From an optimization exercise on the open Yosys and OpenROAD flow, aimed at small area; shortcuts taken in it are not production practice.
The RTL was checked by simulation tests, not by an equivalence proof against the original design.
Power is estimated from default activity; no workload was simulated.

==> run D: inputs <==
// fft_core
module fft_core (
   input               clk,
   input               rst_n,
   input        [3:0]  cfg_point,
   input               cfg_ifft,
   input        [5:0]  cfg_scaling,
   input               in_valid,
   input        [31:0] in_data,
   output logic        out_valid,
   output logic [31:0] out_data
);
clock: 20.0 ns
lec_check: 0
abc_area: 1
cap_margin: 0
core_margin: 2
core_utilization: 60
slew_margin: 0
synth_memory_max_bits: 65536
run.sh (not shown) runs the stock make flow with config.mk's settings and CLKGATE_MAP_FILE= SYNTH_SCRIPT=/design/flow/synth_recipe.tcl, a recipe that flattens the netlist after the stock synthesis.
==> run F (differences from run D) <==
Settings changed: CTS_BUF_LIST from default to sky130_fd_sc_hd__clkbuf_2 sky130_fd_sc_hd__clkbuf_4 sky130_fd_sc_hd__clkbuf_8, CTS_CLUSTER_DIAMETER from default to 60, CTS_CLUSTER_SIZE from default to 20.
==> run notes <==
- Final cell count: run F is lower than run D (0.29%).
- Against run F, the clock skew of run D is lower by 7.0 ps.
- Between run F and run D, the lower core utilization is in run F (gap 1.6 points).
- Against run D, the cell area of run F is lower by 2.3%.
- In run D the hold slack is better than in run F, by 5.5 ps.
- Between run D and run F, the lower critical path depth is in run F (gap 1).
- Run F ran to the end with no violations. Run D completed with no timing, DRC or antenna violations.
- Against run F, the count of clock-buffer cells in the layout of run D is higher by 17.
- Between run D and run F, the lower clock power is in run F (gap 59%, measured against run F).
- Of run F and run D, run F has the higher register-to-register slack (gap 80 ps).

==> v16 <==
fft_core, a different RTL version from the one above (not shown whole).
## fft_core
module fft_core (
   input               clk,
   input               rst_n,
   input        [3:0]  cfg_point,
   input               cfg_ifft,
   input        [5:0]  cfg_scaling,
   input               in_valid,
   input        [31:0] in_data,
   output logic        out_valid,
   output logic [31:0] out_data
);
clock: 20.0 ns
lec_check: 0
cap_margin: 0
core_margin: 2
core_utilization: 75
cts_buf_list: sky130_fd_sc_hd__clkbuf_4 sky130_fd_sc_hd__clkbuf_8
cts_cluster_diameter: 60
cts_cluster_size: 20
place_density: 0.85
slew_margin: 0
synth_hierarchical: 1
synth_memory_max_bits: 65536
standard.sh (not shown) runs the stock make flow with config.mk's settings and CLKGATE_MAP_FILE= SYNTH_SCRIPT=/design/flow/synth_recipe.tcl, a recipe that flattens the netlist after the stock synthesis.
==> flow/flow/run.sh <==
#!/bin/bash
# Layout flow: the standard flow (standard.sh: ORFS from the standard
# synthesis script to finish) with these settings changed:
#  - ABC maps the logic between registers with an area-oriented script
#    (flow/abc_speed.script, used in place of ORFS's script of that name;
#    registers are mapped before ABC runs, so they are unchanged);
#  - the port buffers that global placement inserts are buf_2 cells;
#  - clock tree synthesis inserts no dummy loads.
# make's full output goes to flow_make.log in the work folder; ORFS keeps
# each step's log under orfs/logs/.
set -euo pipefail
rm -rf scripts_abc
cp -r "$FLOW_HOME/scripts" scripts_abc
cp flow/abc_speed.script scripts_abc/abc_speed.script
bash standard.sh \
  "SCRIPTS_DIR=$PWD/scripts_abc" \
  "BUFFER_PORTS_ARGS=-buffer_cell sky130_fd_sc_hd__buf_1" \
  "CTS_ARGS=-sink_clustering_enable -repair_clock_nets -dont_use_dummy_load -buf_list {sky130_fd_sc_hd__clkbuf_4 sky130_fd_sc_hd__clkbuf_8} -sink_clustering_size 20 -sink_clustering_max_diameter 60" \
  finish > flow_make.log 2>&1
==> flow/flow/abc_speed.script <==
&get -n
&st
&dch
&nf -a -R 1000 -E 100 -F 8 -A 6
&put
topo
stime -c
==> v26: changes against v16 <==
--- a/flow/flow/run.sh
+++ b/flow/flow/run.sh
@@ -15,5 +15,5 @@
 bash standard.sh \
   "SCRIPTS_DIR=$PWD/scripts_abc" \
-  "BUFFER_PORTS_ARGS=-buffer_cell sky130_fd_sc_hd__buf_1" \
+  "BUFFER_PORTS_ARGS=-buffer_cell sky130_fd_sc_hd__buf_2" \
   "CTS_ARGS=-sink_clustering_enable -repair_clock_nets -dont_use_dummy_load -buf_list {sky130_fd_sc_hd__clkbuf_4 sky130_fd_sc_hd__clkbuf_8} -sink_clustering_size 20 -sink_clustering_max_diameter 60" \
   finish > flow_make.log 2>&1
==> impl_metrics.yaml <==
power_and_ir_drop:
  comb_power_share: 0.559
global_route:
  track_usage: 0.3780
  met3_usage: 0.05694
  grt_util_met2: 0.6614
  first_global_vias: 15340
  grt_max_degree: 56
place:
  pre_cts_slack_ps: 552.4
run_status:
  status: "timing/DRC/antenna clean"
setup_path:
  worst-path-max-fanout: 10
finish:
  fin_cells: 2229
the above is filed under v16

==> impl_metrics.yaml <==
run_status:
  status: "timing/DRC/antenna clean"
setup_path:
  worst-path-max-fanout: 7
power_and_ir_drop:
  comb_power_share: 0.557
finish:
  diodes: 0
  fin_cells: 2233
global_route:
  met3_usage: 0.06568
  grt_max_degree: 58
yosys:
  ys_top_cells_by_area: "dfxtp_1 (30%), fa_1 (30%), mux2i_1 (7.3%)"
the above is filed under v26


==> job 8431 <==
fft_core, a different RTL version from the one above (not shown whole).
// fft_core
module fft_core (
   input               clk,
   input               rst_n,
   input        [3:0]  cfg_point,
   input               cfg_ifft,
   input        [5:0]  cfg_scaling,
   input               in_valid,
   input        [31:0] in_data,
   output logic        out_valid,
   output logic [31:0] out_data
);
   wire ok  = (cfg_point[3:2] == 2'b00);
   wire a8  = (cfg_point == 4'd3);
   wire a4  = (cfg_point == 4'd3) || (cfg_point == 4'd2);
   wire        iv8 = in_valid & ok;
   wire [31:0] x8  = cfg_ifft ? {in_data[15:0], in_data[31:16]} : in_data;
   logic [2:0]  cnt8;
   logic [32:0] dl8 [0:3];
   logic [3:0]  tag8;
   logic [1:0]  j8;           
   logic        mB, nB3;      
   logic [15:0] uh;           
   wire         mA  = a8 & tag8[2] & j8[0];
   wire         nA3 = j8[1];
   wire         bf8 = iv8 & a8 & cnt8[2];
   wire [15:0]  a8r = dl8[3][31:16], a8i = dl8[3][15:0];
   wire [15:0]  b8r = x8[31:16],     b8i = x8[15:0];
   wire         cin8 = ~(cnt8[1:0] == 2'd2);
   wire hs_1;
   wire hc_2;
   ha u_hs_1 (.a(a8r[0]), .b(b8r[0]), .s(hs_1), .co(hc_2));
   wire fs_3;
   wire fc_4;
  ...
==> flow/config.mk <==
export PLATFORM = sky130hd
export DESIGN_NAME = fft_core
export DESIGN_NICKNAME = fft_core
export VERILOG_FILES = /design/flow/design.v
export SDC_FILE = /design/flow/constraint.sdc
export NUM_CORES = 4
export LEC_CHECK = 0
export CAP_MARGIN = 0
export CORE_MARGIN = 2
export CORE_UTILIZATION = 85
export CTS_BUF_LIST = sky130_fd_sc_hd__clkbuf_2 sky130_fd_sc_hd__clkbuf_4 sky130_fd_sc_hd__clkbuf_8
export CTS_CLUSTER_DIAMETER = 60
export CTS_CLUSTER_SIZE = 20
export PLACE_DENSITY = 0.92
export SLEW_MARGIN = 0
export SYNTH_HIERARCHICAL = 1
export SYNTH_MEMORY_MAX_BITS = 65536
==> flow/constraint.sdc <==
create_clock -name core_clock -period 20.0 [get_ports {clk}]
set_input_delay 4.0000 -clock core_clock [delete_from_list [all_inputs] [get_ports {clk}]]
set_output_delay 4.0000 -clock core_clock [all_outputs]
set_load 0.01 [all_outputs]
==> flow/flow/run.sh <==
#!/bin/bash
# Layout flow: the standard flow (standard.sh, all ORFS steps from the
# standard synthesis to finish) with two settings changed:
#  - the port buffers that global placement inserts are buf_2 cells;
#  - clock tree synthesis inserts no dummy loads.
# make's full output goes to flow_make.log in the work folder; ORFS keeps
# each step's log under orfs/logs/.
set -euo pipefail
bash standard.sh \
  "BUFFER_PORTS_ARGS=-buffer_cell sky130_fd_sc_hd__buf_1" \
  "CTS_ARGS=-sink_clustering_enable -repair_clock_nets -dont_use_dummy_load -buf_list {sky130_fd_sc_hd__clkbuf_2 sky130_fd_sc_hd__clkbuf_4 sky130_fd_sc_hd__clkbuf_8} -sink_clustering_size 20 -sink_clustering_max_diameter 60" \
  finish > flow_make.log 2>&1
==> job 4957: changes against job 8431 <==
--- a/flow/flow/run.sh
+++ b/flow/flow/run.sh
@@ -9,3 +9,3 @@
 bash standard.sh \
-  "BUFFER_PORTS_ARGS=-buffer_cell sky130_fd_sc_hd__buf_1" \
+  "BUFFER_PORTS_ARGS=-buffer_cell sky130_fd_sc_hd__buf_2" \
   "CTS_ARGS=-sink_clustering_enable -repair_clock_nets -dont_use_dummy_load -buf_list {sky130_fd_sc_hd__clkbuf_2 sky130_fd_sc_hd__clkbuf_4 sky130_fd_sc_hd__clkbuf_8} -sink_clustering_size 20 -sink_clustering_max_diameter 60" \
- CORE_UTILIZATION: 85 -> 75
- PLACE_DENSITY: 0.92 -> 0.85
==> run notes <==
- Job 4957 finished clean. Job 8431 ran to the end with violations: setup timing.
- Against job 4957, the combinational power of job 8431 is higher by about 10%.
- In job 8431 the design area is larger than in job 4957, by 0.33%.
- Between job 8431 and job 4957, the lower final cell count is in job 8431 (gap about 1.4%, measured against job 4957).
- Sequential cell count is the same in job 4957 and job 8431.
- Of job 8431 and job 4957, job 4957 has the higher sequential share of layout area (gap 0.090 points).
- Of job 8431 and job 4957, job 8431 has the higher routed wire length (gap 29%, measured against job 4957).
- In job 4957 the power is smaller than in job 8431, by 7.0%.
==> figures <==
                                                                                job 4957                  job 8431
Number of detailed-routing iterations run before antenna repair                        7                         6
Origin of the worst min-delay path                                             dl8[0][0]                 dl8[0][7]
Max Clock Freq                                                                 51.00 MHz                 48.89 MHz
Dpl hpwl                                                                        43.21 mm                  47.46 mm
Power density over the cells                                                98.94 mW/mm2              106.1 mW/mm2
Final Instance Count excl. Fillers                                                 2,445                     2,411
Highest net fanout along the worst path                                               15                         7
Proportion of cell area occupied by registers                                     25.67%                    25.58%
Number of cell rows                                                                   62                        58
Min setup slack post-route                                                     0.3906 ns                -0.4541 ns
Met2 routed wirelength                                                          27.64 mm                  31.66 mm
Global-route met2 utilization                                                     65.06%                    79.61%
Overall die area                                                             0.03049 mm2               0.02699 mm2
Number of filler instances in the final layout                                     1,825                       940
Status                                                           complete, no violations  finished with violations
Reasons for failing layout checks                                                      -              setup timing
Max IR drop VDD                                                             0.00009248 V               0.0001300 V

[afterwards: timing with drivers on the ports]
The results above use ideal ports. As a check the final layouts listed here were re-extracted and re-timed, cells and wires unchanged. Step 1 assumes that a clkbuf_16 drives the clock port and a buf_2 every other input. Step 2 times the ports against the registers' clock, not the clock port: input delays grow and output delays shrink by t, the midpoint of the rising clock arrivals with the driver on. Three values: ideal, step 1, step 2; two values: the first two.
run | t (ns) | setup slack, ns | worst setup path at the end | latest minus earliest clock arrival (ns)
run D | 0.594 | 0.573 / 0.518 / 0.164 | input to register | 0.024 / 0.024
run F | 0.684 | 0.426 / 0.373 / 0.183 | input to register | 0.029 / 0.029
v16 | 0.603 | 0.335 / 0.289 / 0.892 | register to output | 0.046 / 0.047
v26 | 0.619 | 0.390 / 0.343 / 0.962 | register to output | 0.063 / 0.063
job 8431 | 0.637 | -0.454 / -0.501 / 0.136 | register to output | 0.083 / 0.083
job 4957 | 0.625 | 0.391 / 0.343 / 0.967 | register to output | 0.111 / 0.111
The setup slack of run D, which loses most, moves by -0.055 ns with the drivers and by -0.409 ns with both steps.
